Context: an optimization exercise on an open-source flow, tuned for small area, a short achievable clock period and few clock cycles. The choices shown serve that exercise and are no tape-out recipe. At most, simulation tests tie the RTL to the original design; equivalence was not proved.

Design vendingMachine, start of the top module:
module vendingMachine(
   clk,
   reset,
   coinInA,
   coinInB,
   coinInC,
   coinInD,
   itemTypeIn,
   itemNumberIn,
   forceIn,
   coinOutA,
   coinOutB,
   coinOutC,
   coinOutD,
   itemTypeOut,
   itemNumberOut,
   serviceTypeOut
);
input          clk;
input          reset;
input  [5:0]   coinInA;
input  [5:0]   coinInB;
input  [5:0]   coinInC;
input  [5:0]   coinInD;
input  [1:0]   itemTypeIn;
input  [2:0]   itemNumberIn;
input          forceIn;
output [5:0]   coinOutA;
output [5:0]   coinOutB;
output [5:0]   coinOutC;
output [5:0]   coinOutD;
output [1:0]   itemTypeOut;
output [2:0]   itemNumberOut;
output [1:0]   serviceTypeOut;
reg            busy;              
reg            first;             
reg    [5:0]   countA, countB, countC, countD;   
reg    [9:0]   s5;                
reg    [2:0]   r;                 
reg    [2:0]   num;               
reg    [1:0]   typ;
reg            frc;
function [4:0] cost5;             
   input [1:0] t;
   case (t)
      2'd0: cost5 = 5'd3;
      2'd1: cost5 = 5'd5;
      2'd2: cost5 = 5'd15;
      default: cost5 = 5'd20;
   endcase
endfunction
wire [3:0]  dq;                   
wire [2:0]  r0;                   
  ...
Size in the first run: ~63 I/O pins, ~9000 sq um of cells after synthesis.
export LEC_CHECK = 0
export ABC_AREA = 1
export CAP_MARGIN = 20
export CORE_MARGIN = 2
export CORE_UTILIZATION = 40
export SLEW_MARGIN = 20
create_clock -name core_clock -period 6.0 [get_ports {clk}]
standard.sh (not shown) runs the stock make flow with config.mk's settings and CLKGATE_MAP_FILE= SYNTH_SCRIPT=/design/flow/synth_recipe.tcl, a recipe that flattens the netlist after the stock synthesis.
==> flow/flow/run.sh <==
#!/bin/bash
# The standard layout, with these changes:
# - synthesis leaves adders to ABC as plain gates instead of mapping them
#   to the full/half-adder cells;
# - each port gets a buf_2 as its buffer.
set -euo pipefail
here=$(pwd)
mkdir -p scripts
for f in "$FLOW_HOME"/scripts/*; do ln -sf "$f" scripts/; done
rm -f scripts/abc_area.script
cp flow/abc_area.script scripts/abc_area.script
bash standard.sh ADDER_MAP_FILE= SCRIPTS_DIR="$here/scripts" "BUFFER_PORTS_ARGS=-buffer_cell sky130_fd_sc_hd__buf_2" finish > flow_make.log 2>&1
==> flow/flow/abc_area.script <==
strash
&get -n
&deepsyn -J 5 -S 1
&put
balance
balance -l
resub -K 6 -l
rewrite -l
resub -K 6 -N 2 -l
refactor -l
resub -K 8 -l
balance -l
resub -K 8 -N 2 -l
rewrite -l
resub -K 10 -l
rewrite -z -l
resub -K 10 -N 2 -l
balance -l
resub -K 12 -l
refactor -z -l
resub -K 12 -N 2 -l
rewrite -z -l
balance -l
dch
map -B 0.9
topo
stime -c
buffer -c
upsize -c
dnsize -c
Testbench counts at the start, summed over its fixed seeds: cycles 15,992.
Next try:
--- a/flow/design.v
+++ b/flow/design.v
@@ -158,45 +158,42 @@
 wire [5:0]  pD   = countD - kD;
 wire [5:0]  nA   = busy ? pA : tA[6] ? 6'd63 : tA[5:0];
 wire [5:0]  nB   = busy ? pB : tB[6] ? 6'd63 : tB[5:0];
 wire [5:0]  nC   = busy ? pC : tC[6] ? 6'd63 : tC[5:0];
 wire [5:0]  nD   = busy ? pD : tD[6] ? 6'd63 : tD[5:0];
 always @(posedge clk) begin
+   s5     <= busy ? ev[9:0] : s50;
+   num    <= busy ? num - 3'd1 : num0;
+   first  <= ~busy;
+end
+always @(posedge clk) begin
    if (!reset) begin
       busy   <= 1'b0;
       countA <= 6'd5;
       countB <= 6'd30;
       countC <= 6'd10;
       countD <= 6'd20;
    end
    else if (!busy) begin
       if (itemNumberIn != 3'd0) begin
          busy   <= 1'b1;
-         first  <= 1'b1;
          countA <= nA;
          countB <= nB;
          countC <= nC;
          countD <= nD;
-         s5     <= s50;
          r      <= r0;
-         num    <= num0;
          typ    <= itemTypeIn;
          frc    <= forceIn;
       end
    end
    else if (ok) begin
       busy   <= 1'b0;
       countA <= nA;
       countB <= nB;
       countC <= nC;
       countD <= nD;
-   end
-   else begin
-      first  <= 1'b0;
-      num    <= num - 3'd1;
-      s5     <= ev[9:0];
    end
 end
 assign coinOutA       = kA;
 assign coinOutB       = kB;
 assign coinOutC       = kC;
 assign coinOutD       = kD;
=> The new run produced a clean layout. Core utilization goes down by 0.83 points. Routed wire length decreases slightly. Area after synthesis rose by a few percent. Clock skew stays flat. First-iteration DRC count came out lower by roughly a tenth. Global-route usage is lower by 0.10 points. Via count climbs slightly. Hold slack got worse by 0.050 ns. Final cell count goes up slightly. Design area went up slightly. Setup slack gains 0.039 ns. Die area came out higher by a few percent.
No functional check of the RTL was part of the second run of this note.

* * *

vendingMachine, a different RTL version from the one above (not shown whole).
Size: roughly 50 flip-flops, roughly 63 I/O pins, about 8900 um2 of cells after synthesis.
## vendingMachine
module vendingMachine(
   clk,
   reset,
   coinInA,
   coinInB,
   coinInC,
   coinInD,
   itemTypeIn,
   itemNumberIn,
   forceIn,
   coinOutA,
   coinOutB,
   coinOutC,
   coinOutD,
   itemTypeOut,
   itemNumberOut,
   serviceTypeOut
);
input          clk;
input          reset;
input  [5:0]   coinInA;
input  [5:0]   coinInB;
input  [5:0]   coinInC;
input  [5:0]   coinInD;
input  [1:0]   itemTypeIn;
input  [2:0]   itemNumberIn;
input          forceIn;
output [5:0]   coinOutA;
output [5:0]   coinOutB;
output [5:0]   coinOutC;
output [5:0]   coinOutD;
output [1:0]   itemTypeOut;
output [2:0]   itemNumberOut;
output [1:0]   serviceTypeOut;
reg            busy;              
reg            first;             
reg    [5:0]   countA, countB, countC, countD;   
reg    [9:0]   s5;                
reg    [2:0]   r;                 
reg    [3:0]   dq5;               
reg            rok;               
reg    [2:0]   num;               
reg    [1:0]   typ;
reg            frc;
function [4:0] cost5;             
   input [1:0] t;
   case (t)
      2'd0: cost5 = 5'd3;
      2'd1: cost5 = 5'd5;
      2'd2: cost5 = 5'd15;
      default: cost5 = 5'd20;
   endcase
endfunction
wire [3:0]  dq;                   
wire [2:0]  r0;                   
  ...
export LEC_CHECK = 0
export ABC_AREA = 1
export CAP_MARGIN = 20
export CORE_MARGIN = 2
export CORE_UTILIZATION = 40
export SLEW_MARGIN = 20
create_clock -name core_clock -period 6.0 [get_ports {clk}]
==> flow/flow/abc_area.script <==
strash
&get -n
&deepsyn -J 5 -S 1
&put
balance
balance -l
resub -K 6 -l
rewrite -l
resub -K 6 -N 2 -l
refactor -l
resub -K 8 -l
balance -l
resub -K 8 -N 2 -l
rewrite -l
resub -K 10 -l
rewrite -z -l
resub -K 10 -N 2 -l
balance -l
resub -K 12 -l
refactor -z -l
resub -K 12 -N 2 -l
rewrite -z -l
balance -l
dch
map -B 0.9
map -B 0.9
topo
stime -c
buffer -c
upsize -c
dnsize -c
Scripts as last shown in full above: flow/flow/run.sh
Testbench counts at the start, summed over its fixed seeds: cycles 15,992.
Edit:
--- a/flow/design.v
+++ b/flow/design.v
@@ -155,53 +155,56 @@
 wire [5:0]  nB   = busy ? pB : tB[6] ? 6'd63 : tB[5:0];
 wire [5:0]  nC   = busy ? pC : tC[6] ? 6'd63 : tC[5:0];
 wire [5:0]  nD   = busy ? pD : tD[6] ? 6'd63 : tD[5:0];
 wire [5:0]  cD1  = tD[6] ? 6'd63 : tD[5:0];
 wire [5:0]  dmr  = cD1 - {3'b0, r0};
 wire [3:0]  dq50;
 assign dq50[0] = (~dmr[4] & ~dmr[3] & dmr[2] & dmr[0]) | (~dmr[4] & ~dmr[3] & dmr[2] & dmr[1]) | (~dmr[5] & ~dmr[4] & dmr[3] & ~dmr[2] & ~dmr[1]) | (~dmr[4] & dmr[2] & dmr[1] & dmr[0]) | (~dmr[5] & dmr[4] & dmr[3] & dmr[2] & ~dmr[1]) | (dmr[5] & ~dmr[4] & ~dmr[3] & dmr[1] & dmr[0]) | (dmr[5] & ~dmr[4] & ~dmr[3] & dmr[2]) | (dmr[5] & ~dmr[4] & dmr[2] & dmr[0]) | (dmr[5] & ~dmr[4] & dmr[2] & dmr[1]) | (dmr[5] & ~dmr[3] & dmr[2] & dmr[1] & dmr[0]) | (dmr[4] & dmr[3] & ~dmr[2] & dmr[1]) | (~dmr[5] & dmr[4] & ~dmr[3] & ~dmr[2]) | (dmr[5] & dmr[4] & ~dmr[2] & ~dmr[1]) | (~dmr[5] & dmr[4] & ~dmr[2] & dmr[0]);
 assign dq50[1] = (~dmr[5] & ~dmr[4] & dmr[3] & dmr[1]) | (~dmr[5] & ~dmr[4] & dmr[3] & dmr[2]) | (~dmr[5] & dmr[4] & ~dmr[3] & ~dmr[2]) | (~dmr[5] & dmr[3] & dmr[2] & dmr[1]) | (dmr[5] & ~dmr[4] & ~dmr[3]) | (dmr[5] & ~dmr[3] & dmr[2]) | (dmr[5] & dmr[4] & dmr[3] & ~dmr[2]) | (dmr[5] & ~dmr[3] & dmr[1]);
 assign dq50[2] = (~dmr[5] & dmr[4] & dmr[2]) | (~dmr[5] & dmr[4] & dmr[3]) | (dmr[5] & ~dmr[4] & ~dmr[3]) | (dmr[4] & dmr[3] & dmr[2]);
 assign dq50[3] = (dmr[5] & dmr[3]) | (dmr[5] & dmr[4]);
 always @(posedge clk) begin
-   s5     <= busy ? ev[9:0] : s50;
-   num    <= busy ? num - 3'd1 : num0;
-   first  <= ~busy;
-end
-always @(posedge clk) begin
    if (!reset) begin
       busy   <= 1'b0;
       countA <= 6'd5;
       countB <= 6'd30;
       countC <= 6'd10;
       countD <= 6'd20;
    end
    else if (!busy) begin
       if (itemNumberIn != 3'd0) begin
          busy   <= 1'b1;
+         first  <= 1'b1;
          countA <= nA;
          countB <= nB;
          countC <= nC;
          countD <= nD;
+         s5     <= s50;
          r      <= r0;
          dq5    <= dq50;
          rok    <= cD1 >= {3'b0, r0};
+         num    <= num0;
          typ    <= itemTypeIn;
          frc    <= forceIn;
       end
    end
    else if (ok) begin
       busy   <= 1'b0;
       countA <= nA;
       countB <= nB;
       countC <= nC;
       countD <= nD;
+   end
+   else begin
+      first  <= 1'b0;
+      num    <= num - 3'd1;
+      s5     <= ev[9:0];
    end
 end
 assign coinOutA       = kA;
 assign coinOutB       = kB;
 assign coinOutC       = kC;
 assign coinOutD       = kD;
 assign itemTypeOut    = typ;
 assign itemNumberOut  = num;
 assign serviceTypeOut = !busy ? 2'b01 : ok ? 2'b00 : 2'b10;
 endmodule
Outcome: The new run completed without violations; fmax is lower by 5.9%; register-to-register slack improved by 0.08 ns; final cell count is higher by 0.88%; worst hold slack improved by 0.017 ns; die area is lower by 1.1%; core utilization is higher by 2.7 points.
No functional check of the RTL was part of the second run of this note.

* * *

RTL: one of the versions met above, not the one the previous note started from.
Size: about 1,600 cells after synthesis, ~45 flip-flops, roughly 63 I/O pins, about 0.0090 sq mm of cells after synthesis.
Design vendingMachine, start of the top module:
module vendingMachine(
   clk,
   reset,
   coinInA,
   coinInB,
   coinInC,
   coinInD,
   itemTypeIn,
   itemNumberIn,
   forceIn,
   coinOutA,
   coinOutB,
   coinOutC,
   coinOutD,
   itemTypeOut,
   itemNumberOut,
   serviceTypeOut
);
input          clk;
input          reset;
input  [5:0]   coinInA;
input  [5:0]   coinInB;
input  [5:0]   coinInC;
input  [5:0]   coinInD;
input  [1:0]   itemTypeIn;
input  [2:0]   itemNumberIn;
input          forceIn;
output [5:0]   coinOutA;
output [5:0]   coinOutB;
output [5:0]   coinOutC;
output [5:0]   coinOutD;
output [1:0]   itemTypeOut;
output [2:0]   itemNumberOut;
output [1:0]   serviceTypeOut;
reg            busy;              
reg            first;             
reg    [5:0]   countA, countB, countC, countD;   
reg    [9:0]   s5;                
reg    [2:0]   r;                 
reg    [2:0]   num;               
reg    [1:0]   typ;
reg            frc;
function [4:0] cost5;             
   input [1:0] t;
   case (t)
      2'd0: cost5 = 5'd3;
      2'd1: cost5 = 5'd5;
      2'd2: cost5 = 5'd15;
      default: cost5 = 5'd20;
   endcase
endfunction
wire [3:0]  dq;                   
wire [2:0]  r0;                   
  ...
export LEC_CHECK = 0
export ABC_AREA = 1
export CAP_MARGIN = 20
export CORE_MARGIN = 2
export CORE_UTILIZATION = 40
export SLEW_MARGIN = 20
create_clock -name core_clock -period 6.0 [get_ports {clk}]
==> flow/flow/abc_area.script <==
strash
&get -n
&deepsyn -J 5 -S 1
&put
balance
balance -l
resub -K 6 -l
rewrite -l
resub -K 6 -N 2 -l
refactor -l
resub -K 8 -l
balance -l
resub -K 8 -N 2 -l
rewrite -l
resub -K 10 -l
rewrite -z -l
resub -K 10 -N 2 -l
balance -l
resub -K 12 -l
refactor -z -l
resub -K 12 -N 2 -l
rewrite -z -l
balance -l
dch
map -B 0.9
topo
stime -c
buffer -c
upsize -c
dnsize -c
Scripts as last shown in full above: flow/flow/run.sh
Testbench counts at the start, summed over its fixed seeds: cycles 15,992.
Edit:
--- a/flow/design.v
+++ b/flow/design.v
@@ -65,16 +65,15 @@
 assign kn[3] = (~itemNumberIn[2] & itemNumberIn[1] & itemNumberIn[0]) | (~itemTypeIn[0] & itemNumberIn[2] & ~itemNumberIn[1]) | (~itemTypeIn[1] & itemNumberIn[2] & ~itemNumberIn[1] & itemNumberIn[0]) | (itemTypeIn[0] & itemNumberIn[1] & ~itemNumberIn[0]) | (itemTypeIn[1] & ~itemTypeIn[0] & itemNumberIn[0]) | (itemTypeIn[1] & itemNumberIn[1]);
 assign kn[4] = (~itemTypeIn[1] & ~itemTypeIn[0] & itemNumberIn[2] & itemNumberIn[1]) | (~itemTypeIn[1] & itemTypeIn[0] & itemNumberIn[2] & ~itemNumberIn[1]) | (itemTypeIn[1] & ~itemTypeIn[0] & itemNumberIn[1] & ~itemNumberIn[0]) | (itemTypeIn[1] & itemNumberIn[2] & ~itemNumberIn[0]) | (itemTypeIn[1] & itemTypeIn[0] & ~itemNumberIn[2] & itemNumberIn[0]) | (itemNumberIn[2] & itemNumberIn[1] & ~itemNumberIn[0]);
 assign kn[5] = (~itemTypeIn[1] & itemTypeIn[0] & itemNumberIn[2] & itemNumberIn[1] & itemNumberIn[0]) | (itemTypeIn[1] & ~itemTypeIn[0] & itemNumberIn[2] & ~itemNumberIn[1] & ~itemNumberIn[0]) | (itemTypeIn[1] & ~itemTypeIn[0] & itemNumberIn[1] & itemNumberIn[0]) | (itemTypeIn[1] & itemTypeIn[0] & itemNumberIn[2] & ~itemNumberIn[1] & itemNumberIn[0]) | (itemTypeIn[1] & itemTypeIn[0] & itemNumberIn[1] & ~itemNumberIn[0]) | (itemTypeIn[1] & ~itemNumberIn[2] & itemNumberIn[1] & itemNumberIn[0]);
 assign kn[6] = (itemTypeIn[1] & ~itemTypeIn[0] & itemNumberIn[2] & itemNumberIn[0]) | (itemTypeIn[1] & itemTypeIn[0] & itemNumberIn[2] & ~itemNumberIn[1]) | (itemTypeIn[1] & itemNumberIn[2] & itemNumberIn[1] & ~itemNumberIn[0]);
 assign kn[7] = (itemTypeIn[1] & itemTypeIn[0] & itemNumberIn[2] & itemNumberIn[1] & itemNumberIn[0]);
 wire [9:0]  v5   = {coinInA, 3'b0} + {3'b0, coinInA, 1'b0} + {3'b0, coinInB, 1'b0}
                  + {4'b0, coinInC} + {6'b0, dq};
-wire [10:0] ev   = {1'b0, busy ? s5 : v5} + (busy ? {6'b0, cost5(typ)} : ~{3'b0, kn})
-                 + {10'b0, ~busy};
+wire [10:0] ev   = {1'b0, v5} - {3'b0, kn};
 wire        enough = ~ev[10];
 reg  [5:0]  ge;
 reg  [7:0]  th [1:6];
 integer j;
 always @* begin
    for (j = 1; j < 7; j = j + 1) begin
       case (itemTypeIn)
@@ -189,15 +188,15 @@
       countB <= nB;
       countC <= nC;
       countD <= nD;
    end
    else begin
       first  <= 1'b0;
       num    <= num - 3'd1;
-      s5     <= ev[9:0];
+      s5     <= s5 + {5'b0, cost5(typ)};
    end
 end
 assign coinOutA       = kA;
 assign coinOutB       = kB;
 assign coinOutC       = kC;
 assign coinOutD       = kD;
 assign itemTypeOut    = typ;
Effect:
- This time the run finished with setup timing left
- setup slack is worse by 0.51 ns
- global-route usage is higher by 1.8 points
- flip-flop and latch count does not change
- clock skew shrinks by 0.0046 ns
- critical path depth goes up by 7
- core utilization climbs by 6.1 points
- hold slack got worse by 0.035 ns
- routed wire length rose by a few percent
- sequential share of layout area falls by 0.95 points
No functional check of the RTL was part of the second run of this note.

## what the ideal ports hide
How much do the figures lean on ideal ports? The routed layouts below were timed once more, with nothing changed but the port constraints. Step 1 sets driving cells, clkbuf_16 on the clock port and buf_2 on the other inputs (assumed; they add their load-dependent delay and slew). Step 2 also shifts input and output timing later by t, the mid clock arrival at the registers, as if the neighbouring blocks saw the same clock. a / b / c = no drivers / after step 1 / after step 2; a / b = the first two.
run	t, ns	setup slack, ns	worst register clock-pin slew, ns	worst slew at a driven data input, ns
the first run of note 1	0.335	0.416 / 0.376 / 0.345	0.08 / 0.08	0.09
the second run of note 1	0.340	0.455 / 0.416 / 0.739	0.08 / 0.08	0.06
the first run of note 2	0.353	0.531 / 0.487 / 0.534	0.09 / 0.09	0.04
the second run of note 2	0.337	0.188 / 0.150 / 0.252	0.08 / 0.08	0.07
the first run of note 3	0.335	0.416 / 0.376 / 0.345	0.08 / 0.08	0.09
the second run of note 3	0.353	-0.094 / -0.136 / 0.172	0.08 / 0.08	0.04
